Background: an optimization exercise with open tools, aiming at small area and a short achievable clock period. Do not read the settings as production practice. Function was checked by simulation only, so behaviour that the tests miss may differ from the original. No activity file was given, so power comes from the tool's default toggle rates.

== v20 ==
Design bitonic_top, start of the top module:
module bitonic_top #(parameter NUM_INPUT = 16, DATA_WIDTH = 8)
(clk, reset, data_in, valid, done, data_out);
input clk;
input reset;
input [127:0] data_in;
input valid;
output done;
output [127:0] data_out;
wire [0:0] in0_0 = data_in[7:7];
wire [0:0] in0_1 = data_in[6:6];
wire [0:0] in0_2 = data_in[5:5];
wire [0:0] in0_3 = data_in[4:4];
wire [0:0] in0_4 = data_in[3:3];
wire [0:0] in0_5 = data_in[2:2];
wire [0:0] in0_6 = data_in[1:1];
wire [0:0] in0_7 = data_in[0:0];
wire [0:0] in1_0 = data_in[15:15];
wire [0:0] in1_1 = data_in[14:14];
wire [0:0] in1_2 = data_in[13:13];
wire [0:0] in1_3 = data_in[12:12];
wire [0:0] in1_4 = data_in[11:11];
wire [0:0] in1_5 = data_in[10:10];
wire [0:0] in1_6 = data_in[9:9];
wire [0:0] in1_7 = data_in[8:8];
wire [0:0] in2_0 = data_in[23:23];
wire [0:0] in2_1 = data_in[22:22];
wire [0:0] in2_2 = data_in[21:21];
wire [0:0] in2_3 = data_in[20:20];
wire [0:0] in2_4 = data_in[19:19];
wire [0:0] in2_5 = data_in[18:18];
wire [0:0] in2_6 = data_in[17:17];
wire [0:0] in2_7 = data_in[16:16];
wire [0:0] in3_0 = data_in[31:31];
wire [0:0] in3_1 = data_in[30:30];
wire [0:0] in3_2 = data_in[29:29];
wire [0:0] in3_3 = data_in[28:28];
wire [0:0] in3_4 = data_in[27:27];
wire [0:0] in3_5 = data_in[26:26];
wire [0:0] in3_6 = data_in[25:25];
wire [0:0] in3_7 = data_in[24:24];
wire [0:0] in4_0 = data_in[39:39];
  ...
Size: about 4500 cells after synthesis, roughly 1100 flip-flops, roughly 38000 um2 of cells after synthesis.
Settings: LEC_CHECK=0, CAP_MARGIN=20, CORE_MARGIN=2, CORE_UTILIZATION=65, CTS_CLUSTER_DIAMETER=60, CTS_CLUSTER_SIZE=30, PLACE_DENSITY=0.75, SETUP_SLACK_MARGIN=1.4, SLEW_MARGIN=20; clock period 3.0 ns.
standard.sh (not shown) runs the stock make flow with config.mk's settings and CLKGATE_MAP_FILE= SYNTH_SCRIPT=/design/flow/synth_recipe.tcl, a recipe that flattens the netlist after the stock synthesis.
==> flow/flow/run.sh <==
#!/bin/bash
# Own layout flow: the standard layout, except that the synthesis maps the
# combinational logic with flow/abc.script (an area-recovering ABC script) in place of
# ORFS's speed script. Registers, their names and everything after synthesis are as in
# the standard flow. Ports are buffered with buf_2 cells.
set -euo pipefail
W=$(pwd)
{
  head -n 1 synth_recipe.tcl
  cat <<EOF
proc abc {args} {
  set i [lsearch -exact \$args -script]
  if { \$i >= 0 } { set args [lreplace \$args [expr {\$i+1}] [expr {\$i+1}] $W/flow/abc.script] }
  yosys abc {*}\$args
}
EOF
  tail -n +2 synth_recipe.tcl
} > my_synth.tcl
sed "s#SYNTH_SCRIPT=[^ ]*#SYNTH_SCRIPT=$W/my_synth.tcl#" standard.sh > my_standard.sh
grep -q "SYNTH_SCRIPT=$W/my_synth.tcl" my_standard.sh
bash my_standard.sh "BUFFER_PORTS_ARGS=-buffer_cell sky130_fd_sc_hd__buf_2" finish > flow.log 2>&1
==> flow/flow/abc.script <==
strash
dc2
strash
&get -n
&dch -f
&nf -R 100 -p
&put
Input-level comparison between v57 and v20:
- CTS_CLUSTER_DIAMETER changed from 60 to 70
- CTS_CLUSTER_SIZE changed from 30 to 36
- PLACE_DENSITY removed (was 0.75)
[summary]
v57 against v20: fill cell instance count of the final layout saw a decrease, routed wire length saw little to no change, count of buffers added by post-CTS timing repair for setup saw little to no change.
Per the comparison of v57 with v20, hold slack rose by 0.013 ns, post-layout minimum cycle time has decreased.
Looking at worst setup slack after layout, v57 sits 0.0059 ns higher than v20 does.
[compare] base=v20 new=v57: via density per instance stayed essentially flat, global-route usage did not really move.
Setup changes, v57 to v59
- CORE_UTILIZATION now 70, was 65
- CTS_CLUSTER_SIZE now 30, was 36
- CTS_CLUSTER_DIAMETER now 60, was 70
- SETUP_SLACK_MARGIN now 1.6, was 1.4
==> flow/flow/abc.script <==
strash
dc2
strash
&get -n
&dch -f
&nf {D}
&put
[summary]
v57 → v59: combined area of all synthesized cells rose by 4.0%, number of buffers created by CTS rose 7, post-placement cell count moved down, setup slack after placement decreased 0.058 ns, synthesized cell count fell by 448. v59 vs v57 — final HPWL from detailed placement rose 11%. v59: GRT-0232 in global routing -> run aborted. Average footprint of a synthesized cell (lower): v57.
[inputs] v52 vs v59
- a change of SETUP_SLACK_MARGIN from 1.6 to 1.15
- a change of CORE_UTILIZATION from 70 to 65
==> flow/flow/abc.script <==
strash
dc2
strash
&get -n
&dch -f
&nf -R 100 -p
&put
==> results.txt <==
v52 was carried through to the last stage, and its layout satisfied the timing, design-rule and antenna checks. Looking at sequential-to-total area share from yosys stat, v52 sits 2.1 points higher than v59 does. Diff v59 and v52: post-placement worst setup slack higher in v52. v59 → v52: floorplan die height +about 1.7%; area of the mapped netlist -3.9%; synthesized cell count +about 11%.
The following lists how v44 was set up differently from v52:
- CTS_CLUSTER_SIZE no longer set, was 30
- CORE_UTILIZATION now 55, was 65
- CTS_CLUSTER_DIAMETER no longer set, was 60
- SETUP_SLACK_MARGIN now 1.0, was 1.15
diff --git a/flow/flow/run.sh b/flow/flow/run.sh
--- a/flow/flow/run.sh
+++ b/flow/flow/run.sh
@@ -4,3 +4,3 @@
 # ORFS's speed script. Registers, their names and everything after synthesis are as in
-# the standard flow. Ports are buffered with buf_2 cells.
+# the standard flow.
 set -euo pipefail
@@ -20,2 +20,2 @@
 grep -q "SYNTH_SCRIPT=$W/my_synth.tcl" my_standard.sh
-bash my_standard.sh "BUFFER_PORTS_ARGS=-buffer_cell sky130_fd_sc_hd__buf_2" finish > flow.log 2>&1
+bash my_standard.sh > flow.log 2>&1
==> flow/flow/abc.script <==
strash
dc2
strash
&get -n
&dch -f
&nf {D}
&put
- Re net switching power: v44 and v52 aren't equal, and the lower value belongs to v52.
- Of v44 and v52, the run reporting the lower logic gate share of total power was v44.
- On setup slack after layout, v52 beats v44.
- Where headroom to the max-slew limit is concerned, v52 is better than v44.
- Of the two candidates, v52 has the better final area and v44 the worse one.
- v44 went all the way through the flow, and no timing, DRC or antenna check failed.
- v44 against v52: first-iteration DRC count now sits higher; period utilization now sits higher.
- On final wirelength, v52 beats v44.
- Of v44 and v52, v44 shows the lower worst hold path stage count, with v52 above it.

* * *

== job 101 ==
Another version of the RTL of bitonic_top (not shown whole).
Size in the first run: roughly 4300 cells after synthesis, roughly 910 flip-flops, ~260 I/O pins, about 0.035 mm² of cells after synthesis.
Settings: LEC_CHECK=0, CAP_MARGIN=20, CORE_MARGIN=2, CORE_UTILIZATION=65, CTS_CLUSTER_DIAMETER=60, CTS_CLUSTER_SIZE=30, GPL_ROUTABILITY_DRIVEN=0, SETUP_SLACK_MARGIN=1.3, SLEW_MARGIN=20; clock period 3.0 ns.
==> flow/flow/run.sh <==
#!/bin/bash
# Own layout flow: the standard layout, except that the synthesis maps the
# combinational logic with flow/abc.script (an area-recovering ABC script) in place of
# ORFS's speed script. Registers, their names and everything after synthesis are as in
# the standard flow. Ports are buffered with buf_2 cells.
set -euo pipefail
W=$(pwd)
{
  head -n 1 synth_recipe.tcl
  cat <<EOF
proc abc {args} {
  set i [lsearch -exact \$args -script]
  if { \$i >= 0 } { set args [lreplace \$args [expr {\$i+1}] [expr {\$i+1}] $W/flow/abc.script] }
  yosys abc {*}\$args
}
EOF
  tail -n +2 synth_recipe.tcl
} > my_synth.tcl
sed "s#SYNTH_SCRIPT=[^ ]*#SYNTH_SCRIPT=$W/my_synth.tcl#" standard.sh > my_standard.sh
grep -q "SYNTH_SCRIPT=$W/my_synth.tcl" my_standard.sh
bash my_standard.sh "BUFFER_PORTS_ARGS=-buffer_cell sky130_fd_sc_hd__buf_2" finish > flow.log 2>&1
==> flow/flow/abc.script <==
strash
dc2
strash
&get -n
&dch -f
&nf -R 100 -p
&put
Inputs modified between job 101 and job 102:
- swapping 1.3 for 1.4 in SETUP_SLACK_MARGIN
- clearing GPL_ROUTABILITY_DRIVEN, which used to be 0
Results
Per the comparison of job 102 with job 101, transition time at the pin with the least slew margin fell by 12 ps, worst hold-check slack rose by 11 ps, final critical-path setup slack fell by 9.1 ps, number of global-route vias before repair rose by about 0.9%, area taken by multi-input logic gates rose by 4.1%. Fmax | job 102 vs job 101 | job 102 slower.

* * *

bitonic_top with an RTL version that a note above also has.
Settings: LEC_CHECK=0, CAP_MARGIN=20, CORE_MARGIN=2, CORE_UTILIZATION=65, CTS_CLUSTER_DIAMETER=60, CTS_CLUSTER_SIZE=30, SETUP_SLACK_MARGIN=1.3, SLEW_MARGIN=20; clock period 3.0 ns.
Scripts as last shown in full above: flow/flow/run.sh, flow/flow/abc.script
The first run finished with timing, DRC and antenna clean.
Next try:
--- a/flow/flow/run.sh
+++ b/flow/flow/run.sh
@@ -3,5 +3,5 @@
 # combinational logic with flow/abc.script (an area-recovering ABC script) in place of
 # ORFS's speed script. Registers, their names and everything after synthesis are as in
-# the standard flow. Ports are buffered with buf_2 cells.
+# the standard flow.
 set -euo pipefail
 W=$(pwd)
@@ -19,3 +19,3 @@
 sed "s#SYNTH_SCRIPT=[^ ]*#SYNTH_SCRIPT=$W/my_synth.tcl#" standard.sh > my_standard.sh
 grep -q "SYNTH_SCRIPT=$W/my_synth.tcl" my_standard.sh
-bash my_standard.sh "BUFFER_PORTS_ARGS=-buffer_cell sky130_fd_sc_hd__buf_2" finish > flow.log 2>&1
+bash my_standard.sh > flow.log 2>&1
==> flow/flow/abc.script (replaced) <==
strash
dc2
strash
&get -n
&dch -f
&nf {D}
&put
Die area goes up by about 4%.
First-iteration DRC count rises by about 13%.
Routed wire length went up by 12%.
Clock power came out higher by about 2%.
Sequential power came out higher by about 2%.
Count of clock-buffer cells in the layout went down by 1.
Clock skew rose by 4.6 ps.
Maximum frequency goes down by about 3.6%.
Synthesized cell count falls by 10%.
Cell count came out lower by about 8%.
Combinational power goes up by about 10%.
Next try:
--- a/flow/flow/run.sh
+++ b/flow/flow/run.sh
@@ -3,5 +3,5 @@
 # combinational logic with flow/abc.script (an area-recovering ABC script) in place of
 # ORFS's speed script. Registers, their names and everything after synthesis are as in
-# the standard flow.
+# the standard flow. Ports are buffered with buf_2 cells.
 set -euo pipefail
 W=$(pwd)
@@ -19,3 +19,3 @@
 sed "s#SYNTH_SCRIPT=[^ ]*#SYNTH_SCRIPT=$W/my_synth.tcl#" standard.sh > my_standard.sh
 grep -q "SYNTH_SCRIPT=$W/my_synth.tcl" my_standard.sh
-bash my_standard.sh > flow.log 2>&1
+bash my_standard.sh "BUFFER_PORTS_ARGS=-buffer_cell sky130_fd_sc_hd__buf_2" finish > flow.log 2>&1
==> flow/flow/abc.script (replaced) <==
strash
dc2
strash
&get -n
&dch -f
&nf -R 100 -p
&put
SETUP_SLACK_MARGIN = 1.4   (was 1.3)
Outcome: Total power goes down by about 3%. Via count drops by about 3.4%. Core utilization went down by 0.31 points. Non-clock buffer count falls by 6. Die area went down by about 4%. Synthesized cell count grows by about 11%. Worst hold slack degrades by 270 ps.
Next try:
==> flow/run.sh (new file) <==
#!/bin/bash
# synth_recipe.tcl (not shown) runs the flow's synth.tcl, then flattens the netlist and writes it again
# the make line also repeats each setting of config.mk as NAME=value (left out here)
make -C /OpenROAD-flow-scripts/flow DESIGN_CONFIG=/design/flow/config.mk WORK_HOME=/design/flow/orfs CLKGATE_MAP_FILE= SYNTH_SCRIPT=/design/flow/synth_recipe.tcl finish
CORE_UTILIZATION = 55   (was 65)
CTS_CLUSTER_DIAMETER = not set   (was 60)
CTS_CLUSTER_SIZE = not set   (was 30)
SETUP_SLACK_MARGIN = 1.0   (was 1.4)
removed: flow/flow/run.sh
removed: flow/flow/abc.script
removed: flow/standard.sh
Sequential power rises by about 4%; worst hold slack gains 270 ps; synthesized area climbs by about 20%.
Next try:
==> flow/flow/run.sh (new file) <==
#!/bin/bash
# Own layout flow: the standard layout, except that the synthesis maps the
# combinational logic with flow/abc.script (an area-recovering ABC script) in place of
# ORFS's speed script. Registers, their names and everything after synthesis are as in
# the standard flow. Ports are buffered with buf_2 cells.
set -euo pipefail
W=$(pwd)
{
  head -n 1 synth_recipe.tcl
  cat <<EOF
proc abc {args} {
  set i [lsearch -exact \$args -script]
  if { \$i >= 0 } { set args [lreplace \$args [expr {\$i+1}] [expr {\$i+1}] $W/flow/abc.script] }
  yosys abc {*}\$args
}
EOF
  tail -n +2 synth_recipe.tcl
} > my_synth.tcl
sed "s#SYNTH_SCRIPT=[^ ]*#SYNTH_SCRIPT=$W/my_synth.tcl#" standard.sh > my_standard.sh
grep -q "SYNTH_SCRIPT=$W/my_synth.tcl" my_standard.sh
bash my_standard.sh "BUFFER_PORTS_ARGS=-buffer_cell sky130_fd_sc_hd__buf_2" finish > flow.log 2>&1
==> flow/flow/abc.script (new file) <==
strash
dc2
strash
&get -n
&dch -f
&nf -R 100 -p
&put
==> flow/standard.sh (new file) <==
#!/bin/bash
# synth_recipe.tcl (not shown) runs the flow's synth.tcl, then flattens the netlist and writes it again
# the make line also repeats each setting of config.mk as NAME=value (left out here)
make -C /OpenROAD-flow-scripts/flow DESIGN_CONFIG=/design/flow/config.mk WORK_HOME=/design/flow/orfs CLKGATE_MAP_FILE= SYNTH_SCRIPT=/design/flow/synth_recipe.tcl "${@:-finish}"
CORE_UTILIZATION = 65   (was 55)
CTS_CLUSTER_DIAMETER = 45   (was not set)
CTS_CLUSTER_SIZE = 25   (was not set)
SETUP_SLACK_MARGIN = 1.4   (was 1.0)
removed: flow/run.sh
Clock power hardly moves.
Non-clock buffer count fell by 21.
Die area went down by about 30%.
Final area went down by 15%.
Clock skew went up by 5.6 ps.
Register-to-register slack gains 430 ps.
Next try:
==> flow/flow/abc.script (replaced) <==
strash
dc2
strash
&get -n
&dch -f
&nf {D}
&put
CTS_CLUSTER_DIAMETER = 60   (was 45)
CTS_CLUSTER_SIZE = 30   (was 25)
SETUP_SLACK_MARGIN = 1.3   (was 1.4)
=> The changed run passed the timing, design-rule and antenna checks; sequential power is about the same; critical path depth rose by 3; power fell by a few percent; global-route usage rose by 1.0 points; utilization fell by 3.6 points; design area fell slightly.

## what the ideal ports hide
In the flow no input, the clock included, has a driving cell. The finished layouts below were timed again as built, in two steps. Step 1 (the two cells are an assumption about what drives the block):
set clk [get_ports {clk}]
set_driving_cell -lib_cell sky130_fd_sc_hd__clkbuf_16 $clk
set_driving_cell -lib_cell sky130_fd_sc_hd__buf_2 [delete_from_list [all_inputs] $clk]
Step 2 times the ports against the registers' clock, not the clock port: input delays grow and output delays shrink by t, the midpoint of the rising clock arrivals with the driver on. Three values: ideal ports, drivers, drivers and shift; two values: the first two.
run	t (ns)	setup slack, ns	hold slack, ns	worst setup path after step 2	worst data-port slew with drivers (ns)
v20	0.700	1.304 / 1.240 / 1.369	0.044 / 0.000 / 0.322	register to register	0.08
v57	0.687	1.310 / 1.248 / 1.310	0.057 / 0.012 / 0.330	register to register	0.08
v52	0.700	1.243 / 1.227 / 1.243	0.041 / -0.002 / 0.321	register to register	0.09
v44	0.727	1.103 / 1.077 / 1.103	0.320 / 0.320 / 0.320	register to register	0.09
job 101	0.683	1.309 / 1.247 / 0.910	0.055 / 0.018 / 0.321	input to register	0.09
job 102	0.674	1.300 / 1.246 / 0.841	0.066 / 0.027 / 0.311	input to register	0.11
the first run of note 3	0.697	1.306 / 1.243 / 1.332	0.043 / 0.000 / 0.319	register to register	0.08
the second run of note 3	0.697	1.243 / 1.232 / 1.233	0.315 / 0.315 / 0.315	input to register	0.11
the third run of note 3	0.700	1.304 / 1.240 / 1.369	0.044 / 0.000 / 0.322	register to register	0.08
the fourth run of note 3	0.738	0.977 / 0.977 / 0.977	0.319 / 0.313 / 0.319	register to register	0.05
the fifth run of note 3	0.715	1.294 / 1.231 / 1.409	0.029 / -0.012 / 0.319	register to register	0.09
the sixth run of note 3	0.710	1.242 / 1.213 / 1.242	0.031 / -0.014 / 0.329	register to register	0.09
After both steps setup and hold are still met in every run listed. For job 102, which loses most, drivers alone change the setup slack by -0.054 ns; drivers and shift together by -0.459 ns.
